Context: an optimization exercise on an open-source flow, tuned for small area, a short achievable clock period and few clock cycles. The choices shown serve that exercise and are no tape-out recipe. For this run, only the layout was checked, not whether the RTL still works. No activity file was given, so power comes from the tool's default toggle rates.

==> flow/flow/run.sh <==
#!/bin/bash
export SETUP_SLACK_MARGIN=7
export BUFFER_PORTS_ARGS="-buffer_cell sky130_fd_sc_hd__buf_2"
bash standard.sh > standard.log 2>&1
==> flow/standard.sh <==
#!/bin/bash
# synth_recipe.tcl (not shown) runs the flow's synth.tcl, then flattens the netlist and writes it again
# the make line also repeats each setting of config.mk as NAME=value (left out here)
make -C /OpenROAD-flow-scripts/flow DESIGN_CONFIG=/design/flow/config.mk WORK_HOME=/design/flow/orfs CLKGATE_MAP_FILE= SYNTH_SCRIPT=/design/flow/synth_recipe.tcl "${@:-finish}"
==> flow/config.mk <==
export PLATFORM = sky130hd
export DESIGN_NAME = Processor
export DESIGN_NICKNAME = Processor
export VERILOG_FILES = /design/flow/design.v
export SDC_FILE = /design/flow/constraint.sdc
export NUM_CORES = 4
export LEC_CHECK = 0
export CAP_MARGIN = 20
export CORE_MARGIN = 2
export CORE_UTILIZATION = 40
export SLEW_MARGIN = 20
==> flow/constraint.sdc <==
create_clock -name core_clock -period 12.0 [get_ports {CLK}]
set_input_delay 2.4000 -clock core_clock [delete_from_list [all_inputs] [get_ports {CLK}]]
set_output_delay 2.4000 -clock core_clock [all_outputs]
set_load 0.01 [all_outputs]
==> flow/design.v <==
`default_nettype none
module skl_add #(parameter W = 32) (
    input  [W-1:0] a,
    input  [W-1:0] b,
    input          cin,
    output [W-1:0] s,
    output         cout
);
    wire [W-1:0] g0 = a & b;
    wire [W-1:0] p0 = a ^ b;
    reg [W-1:0] g, p;
    integer i, l;
    always @(*) begin
        g = g0;
        p = p0;
        g[0] = g0[0] | (p0[0] & cin);
        for (l = 0; (1 << l) < W; l = l + 1)
            for (i = W - 1; i >= 0; i = i - 1)
                if (((i >> l) & 1) == 1) begin
                    g[i] = g[i] | (p[i] & g[((i >> l) << l) - 1]);
                    p[i] = p[i] & p[((i >> l) << l) - 1];
                end
    end
    assign s = p0 ^ {g[W-2:0], cin};
    assign cout = g[W-1];
endmodule
module Processor (
    input CLK,
    input reset,
    output [31:0] imem_addr,
    input  [31:0] imem_rdata,
    output [31:0] dmem_addr,
    output [31:0] dmem_wdata,
    output        dmem_we,
    output        dmem_re,
    input  [31:0] dmem_rdata
);
    reg        we_e, st_e, ld_e, jalr_e, br_e;
    reg        pt_e;
    reg [3:0]  rd_e;
    reg [2:0]  f3_e;
    reg        sub_e, sra_e, selalt_e;
    reg [7:0]  op_e;       
    reg [31:0] a_e;
    reg [31:0] b_e;        
    reg [31:0] alt_e;      
    wire [32:0] sum;
    skl_add #(32) u_sum (.a(a_e), .b(b_e), .cin(sub_e), .s(sum[31:0]), .cout(sum[32]));
    wire eq  = &(a_e ^ b_e);
    wire ltu = ~sum[32];
    wire lt  = (a_e[31] == b_e[31]) ? a_e[31] : sum[31];
    wire fill = sra_e & a_e[31];
    reg [31:0] shl, shr;
    always @(*) begin
        shl = a_e;
        if (b_e[0]) shl = {shl[30:0], 1'b0};
        if (b_e[1]) shl = {shl[29:0], 2'b0};
        if (b_e[2]) shl = {shl[27:0], 4'b0};
        if (b_e[3]) shl = {shl[23:0], 8'b0};
        if (b_e[4]) shl = {shl[15:0], 16'b0};
        shr = a_e;
        if (b_e[0]) shr = {{1{fill}}, shr[31:1]};
        if (b_e[1]) shr = {{2{fill}}, shr[31:2]};
        if (b_e[2]) shr = {{4{fill}}, shr[31:4]};
        if (b_e[3]) shr = {{8{fill}}, shr[31:8]};
        if (b_e[4]) shr = {{16{fill}}, shr[31:16]};
    end
    wire [31:0] res_e = ({32{ld_e}} & dmem_rdata) | ({32{selalt_e}} & alt_e)
                      | ({32{op_e[0]}} & sum[31:0]) | ({32{op_e[1]}} & shl)
                      | {31'd0, (op_e[2] & lt) | (op_e[3] & ltu)}
                      | ({32{op_e[4]}} & (a_e ^ b_e)) | ({32{op_e[5]}} & shr)
                      | ({32{op_e[6]}} & (a_e | b_e)) | ({32{op_e[7]}} & (a_e & b_e));
    reg cond;
    always @(*) begin
        case (f3_e)
            3'b000: cond = eq;
            3'b001: cond = ~eq;
            3'b100: cond = lt;
            3'b101: cond = ~lt;
            3'b110: cond = ltu;
            3'b111: cond = ~ltu;
            default: cond = 1'b0;
        endcase
    end
    wire mispred = br_e & (cond ^ pt_e);
    wire redirect = mispred | jalr_e;
    wire [11:0] alo;
    wire alo_c;
    skl_add #(12) u_alo (.a(a_e[11:0]), .b(b_e[11:0]), .cin(1'b0), .s(alo), .cout(alo_c));
    wire [19:0] ahi = a_e[31:12];
    wire [19:0] ahi_p, ahi_m;
    wire ahi_pc, ahi_mc;
    skl_add #(20) u_ahp (.a(ahi), .b(20'd0), .cin(1'b1), .s(ahi_p), .cout(ahi_pc));
    skl_add #(20) u_ahm (.a(ahi), .b(20'hfffff), .cin(1'b0), .s(ahi_m), .cout(ahi_mc));
    wire a_up = alo_c & ~b_e[11];
    wire a_dn = ~alo_c & b_e[11];
    wire [31:0] addr = {({20{a_up}} & ahi_p) | ({20{a_dn}} & ahi_m) | ({20{~(a_up | a_dn)}} & ahi), alo};
    wire [31:0] rtgt = jalr_e ? addr : alt_e;
    assign dmem_addr = addr;
    assign dmem_wdata = alt_e;
    assign dmem_we = st_e;
    assign dmem_re = ld_e;
    reg [31:0] rf [1:15];
    always @(posedge CLK) begin
        if (we_e) rf[rd_e] <= res_e;
    end
    reg [31:0] pc;
    wire [31:0] ins = imem_rdata;
    wire [6:0] op = ins[6:0];
    wire [2:0] f3 = ins[14:12];
    wire is_r    = (op == 7'b0110011);
    wire is_i    = (op == 7'b0010011);
    wire is_ld   = (op == 7'b0000011);
    wire is_st   = (op == 7'b0100011);
    wire is_br   = (op == 7'b1100011);
    wire is_jal  = (op == 7'b1101111);
    wire is_jalr = (op == 7'b1100111);
    wire is_lui  = (op == 7'b0110111);
    wire is_aui  = (op == 7'b0010111);
    wire [3:0] ra1 = ins[18:15];
    wire [3:0] ra2 = ins[23:20];
    wire [3:0] rd  = ins[10:7];
    reg [31:0] rf1, rf2;
    integer k;
    always @(*) begin
        rf1 = 32'd0;
        rf2 = 32'd0;
        for (k = 1; k < 16; k = k + 1) begin
            rf1 = rf1 | ({32{ra1 == k}} & rf[k]);
            rf2 = rf2 | ({32{ra2 == k}} & rf[k]);
        end
    end
    wire [31:0] rs1 = (we_e && rd_e == ra1) ? res_e : rf1;
    wire [31:0] rs2 = (we_e && rd_e == ra2) ? res_e : rf2;
    wire [31:0] imm_b = {{20{ins[31]}}, ins[7], ins[30:25], ins[11:8], 1'b0};
    wire [31:0] imm_j = {{12{ins[31]}}, ins[19:12], ins[20], ins[30:21], 1'b0};
    wire [31:0] imm_u = {ins[31:12], 12'b0};
    wire [31:0] pc4;
    wire pc4_co;
    skl_add #(30) u_pc4 (.a(pc[31:2]), .b(30'd1), .cin(1'b0), .s(pc4[31:2]), .cout(pc4_co));
    assign pc4[1:0] = pc[1:0];
    wire [31:0] imm_t = ins[3] ? imm_j : ~ins[6] ? imm_u : imm_b;
    wire [31:0] tgt;
    wire tgt_co;
    skl_add #(32) u_tgt (.a(pc), .b(imm_t), .cin(1'b0), .s(tgt), .cout(tgt_co));
    wire pt = is_jal | (is_br & ins[31]);
    wire sub_f = (is_r & ins[30] & (f3 == 3'b000)) | ((is_r | is_i) & (f3[2:1] == 2'b01)) | is_br;
    wire [31:0] srcb_f = (is_r | is_br) ? rs2 : {{20{ins[31]}}, ins[31:25], is_st ? ins[11:7] : ins[24:20]};
    assign imem_addr = pc;
    always @(posedge CLK or posedge reset) begin
        if (reset) pc <= 32'd0;
        else if (redirect) pc <= rtgt;
        else if (pt) pc <= tgt;
        else pc <= pc4;
    end
    wire kill = redirect;    
    always @(posedge CLK or posedge reset) begin
        if (reset) begin
            we_e <= 1'b0; st_e <= 1'b0; ld_e <= 1'b0; jalr_e <= 1'b0; br_e <= 1'b0;
        end else begin
            we_e   <= ~kill & (is_r | is_i | is_ld | is_jal | is_jalr | is_lui | is_aui) & (rd != 4'd0);
            st_e   <= ~kill & is_st;
            ld_e   <= ~kill & is_ld;
            jalr_e <= ~kill & is_jalr;
            br_e   <= ~kill & is_br;
        end
    end
    always @(posedge CLK) begin
        pt_e     <= pt;
        rd_e     <= rd;
        f3_e     <= (is_r | is_i | is_br) ? f3 : 3'b000;
        sub_e    <= sub_f;
        sra_e    <= ins[30];
        selalt_e <= is_jal | is_jalr | is_lui | is_aui;
        op_e     <= (is_r | is_i) ? (8'd1 << f3) : 8'd0;
        a_e      <= rs1;
        b_e      <= srcb_f ^ {32{sub_f}};
        alt_e    <= is_st ? rs2 : is_lui ? imm_u : (is_aui | (is_br & ~pt)) ? tgt : pc4;
    end
endmodule
==> run_results.csv <==
group,metric,value,unit
timing,grt_setup_unrepaired,"yes",
clock_tree,cts_tree,"done",
floorplanning,rows,110,
logic_synthesis,ys_warn_count,5,
logic_synthesis,synth-xor-area-share,2.52,%
global_routing,track_usage,35.2,%
floorplanning,initial_core_util,40.3,%
logic_synthesis,netlist_instances,3364,
power,p_leak,15.6,nW
routing,avgViaCountPerCell,7.02,
critical_path,crit_required,9.60,ns
place,place_congestion,1.03,
logic_synthesis,synth_top_family_by_area,"compound AO/OA/AOI/OAI gates",
logic_synthesis,syn_area,36200,um^2
place,hpwl,106000,um
power,pwr-share-clk,30.5,%
timing,fin_tns_setup,0,ns
finish,num-nets-final,3725,
run_status,status,"no timing/DRC/antenna violations",
floorplanning,die_h,305,um
critical_path,slowest_stage,"dfxtp_4",
global_routing,use_met3,9.42,%
critical_path,critPathBufInv,2,
power,switching_share,35.0,%
clock_tree,cts.clk_slew.worst_paths,0.05,ns
run,maxCapViolCount,0,
global_routing,use_met2,52.3,%
power,pwr-share-comb,30.1,%
critical_path,critPathCaptureType,"output pin",
timing,slew_headroom,20.3,%
routing,antenna_left,0,
critical_path,crit_type,"flip-flop to output pin",
global_routing,antenna_found_initial,11,
place,dp_slack,5.79,ns
logic_synthesis,synth_compound_area_share,21.5,%
power,ir_drop,0.0885,mV
logic_synthesis,synth_edf_count,480,
floorplanning,dieArea,92900,um^2
logic_synthesis,synth-main-ff-cell,"edfxtp_1",
global_routing,grt_pass1_vias,31600,
min_path,hold_class,"flip-flop to flip-flop",
finish,final_layout_size_suffix_gt1_share,22.0,%
power,intPower,4.56,mW
global_routing,grt_max_degree,57,
timing,slew_viol_final,0,
timing,setup_viol,0,
clock_tree,worstSkewPairLatency,0.64,ns
logic_synthesis,muxShareOfSynthArea,7.06,%
power,powerDensity,164,nW/um^2
floorplanning,pin_count,164,
logic_synthesis,synth-adder-area-share,4.65,%
timing,hold_violations,0,
timing,fmax,165,MHz
logic_synthesis,ys_async_sr_fraction,5.85,%
critical_path,crit_family,"compound AO/OA/AOI/OAI gates",
routing,drtPass1Iterations,6,
timing,fin_ws,5.95,ns
logic_synthesis,syn_avg_cell_area,10.8,um^2
routing,drt_iter0_markers,6472,
power,p_seq_share,39.4,%
critical_path,cp-start-kind,"flip-flop",
finish,final_util,47.7,%
clock_tree,cts.sink_count,632,
critical_path,slowest_delay,0.37,ns
floorplanning,die_w,305,um
power,switching_power,2.46,mW
timing,period_needed,6.05,ns
global_routing,gr-max-usage-layer,"met2",
critical_path,worstPathMaxFanout,9,
clock_tree,cts_max_level,3,
global_routing,grt_pass1_wl,235000,um
finish,area_growth,18.6,%
timing,period_share,50.4,%
logic_synthesis,syn_nets,3556,
finish,final_common_cell,"edfxtp_1",
clock_tree,cts_buffer_depth,3,
logic_synthesis,ys_seq_elements,632,
routing,drc,0,
timing,fin_skew,0.0472,ns
critical_path,crit_path_cell_trace,"ha_4 -> fa_2 -> a21o_1 -> a21o_1 -> a41o_1 -> a21oi_2 -> nor2_1 -> or2_4 -> ha_4 -> buf_6 -> a21oi_1 -> a31oi_4 -> buf_2",
clock_tree,cts_buffers,71,
routing,vias,33500,
place,portBuffers,163,
logic_synthesis,yosysSeqAreaShare,48.7,%
finish,nFillCells,8185,
global_routing,use_met1,45.3,%
clock_tree,ctsRootBufferMaster,"clkbuf_16",
finish,final_cell_mix,"edfxtp_1, a22oi_1, nand2_1",
routing,wirelength,169000,um
floorplanning,coreArea,89900,um^2
timing,tightest_slew,1.20,ns
critical_path,arrival,3.65,ns
routing,wire_per_inst,35.5,um
logic_synthesis,synth_cell_types,89,
clock_tree,holdBufCountCts,0,
logic_synthesis,yosys.area_share.simple,11.4,%
global_routing,gr-total-overflow,0,
==> worst paths after layout <==
path                       slack, ns       from  cells past startpoint            end
max in group asynchronous       9.39      reset                      2         jalr_e
setup reg to reg                6.80     a_e[9]                     16        b_e[17]
setup / recovery                5.95     b_e[0]                     13  dmem_addr[18]
hold reg to reg                 0.57  alt_e[15]                      2         pc[15]
min in group asynchronous       1.97      reset                      2         pc[20]
hold / removal                  0.57  alt_e[15]                      2         pc[15]
==> cells by family after synthesis <==
group	Yosys count
and+or+nand+nor	871
buffers and inverters	394
DFF	632
AOI/OAI and AO/OA	1080
xor gates and xnor gates	104
muxes	157
adders and majority gates	126
==> metal layers <==
layer,share of wire [%],wire length [um],vias to the layer above
li1,-,-,13600
met1,36,61300,16200
met2,43,72100,2938
met3,14,23000,691
met4,7.5,12800,14
met5,0.066,112,-
==> state kept, by name, summed over array words and instances (netlist names) <==
register,flops
rf,480
a_e,32
alt_e,32
b_e,32
pc,32
op_e,8
rd_e,4
f3_e,3
br_e,1
jalr_e,1
ld_e,1
pt_e,1
selalt_e,1
sra_e,1
st_e,1
sub_e,1
we_e,1
==> through the flow <==
stage          hold slack [ns]  area, um^2  total power, mW  cells
2_1_floorplan            0.500       36900             3.86   3364
3_3_place_gp             0.533       39200             4.64   4553
3_5_place_dp             0.529       39200             4.64   4554
6_report                 0.570       42900             7.02   4768
5_1_grt                  0.593       42900             7.22   4764
4_1_cts                  0.532       42400             6.87   4732
==> tightest hold or removal path, cell delays in order, from the launching register on <==
cell,delay (ns)
dfxtp_1,0.33
nor2_1,0.12
a211oi_2,0.08
==> Yosys cell counts (18+ instances only) <==
master    instances  area [um^2]
dfxtp_1         115         2300
buf_1            37          139
nand4_1          54          338
nor3_1           94          470
nor2b_1          21          131
o211ai_1         31          233
mux2_2           20          225
a222oi_1         73          731
edfxtp_1        480        14400
a221oi_1         73          639
dfrtp_1          37          926
inv_1           123          462
a21o_1           31          233
or3_1            18          113
nand2b_1         25          156
xor2_1           46          403
nand2_1         228          856
nor2_1          213          800
mux4_2           76         1710
and3_1           30          188
a31oi_1          18          113
xnor2_1          58          508
o21ai_0         160          801
a22oi_1         330         2480
nand3_1         129          646
clkbuf_1        216          811
a22o_1           47          412
a21oi_1         170          851
mux2i_1          57          571
ha_1            112         1400
==> repair_timing <==
action                                  in CTS  in global routing
resized for setup                          103                 71
cloned                                       3                  0
endpoints found under the setup margin      73                 75
pin swaps                                   28                 41
setup buffers                               49                 30
endpoints found under the hold margin        0                  0
==> final cells by class <==
cell class / instances / area [um^2] / area share [%]
multi-input combinational: 2338 / 18400 / 42.9
sequential: 632 / 17700 / 41.2
timing repair buffer: 363 / 2580 / 6.01
clock buffer: 93 / 1900 / 4.43
tap: 1176 / 1470 / 3.43
inverter: 127 / 518 / 1.21
clock inverter: 33 / 368 / 0.857
antenna: 6 / 15.0 / 0.0350
==> power by group through the flow <==
stage / Clock, mW / Sequential (mW) / Combinational (mW)
final: 2.14 / 2.76 / 2.11
after global placement: 0 / 2.79 / 1.84
after detailed placement: 0 / 2.79 / 1.85
after floorplan: 0 / 2.68 / 1.17
after CTS: 2.16 / 2.74 / 1.97
after global routing: 2.24 / 2.75 / 2.23

port drivers added, routing unchanged:
The flow's constraints put no driver on any port. The routed layout listed below was extracted and timed again, unchanged, in two steps.
Step 1 assumes that a clkbuf_16 drives the clock port and a buf_2 every other input.
Step 2, shift: input delay + t, output delay - t, t = (earliest + latest rising clock arrival at the registers) / 2. This alone moves slack from input paths to output paths.
a / b / c = ideal ports / drivers / drivers and shift; a / b = the first two.
shift t [ns]: 0.688
setup WS [ns]: 5.949 / 5.881 / 6.347
hold WS [ns]: 0.570 / 0.570 / 0.570
slew at the worst register clock pin (ns): 0.07 / 0.07
worst slew at a driven data input, ns: 0.13
After both steps this run still meets setup and hold. For this run, drivers alone change the setup slack by -0.068 ns; drivers and shift together by +0.398 ns.
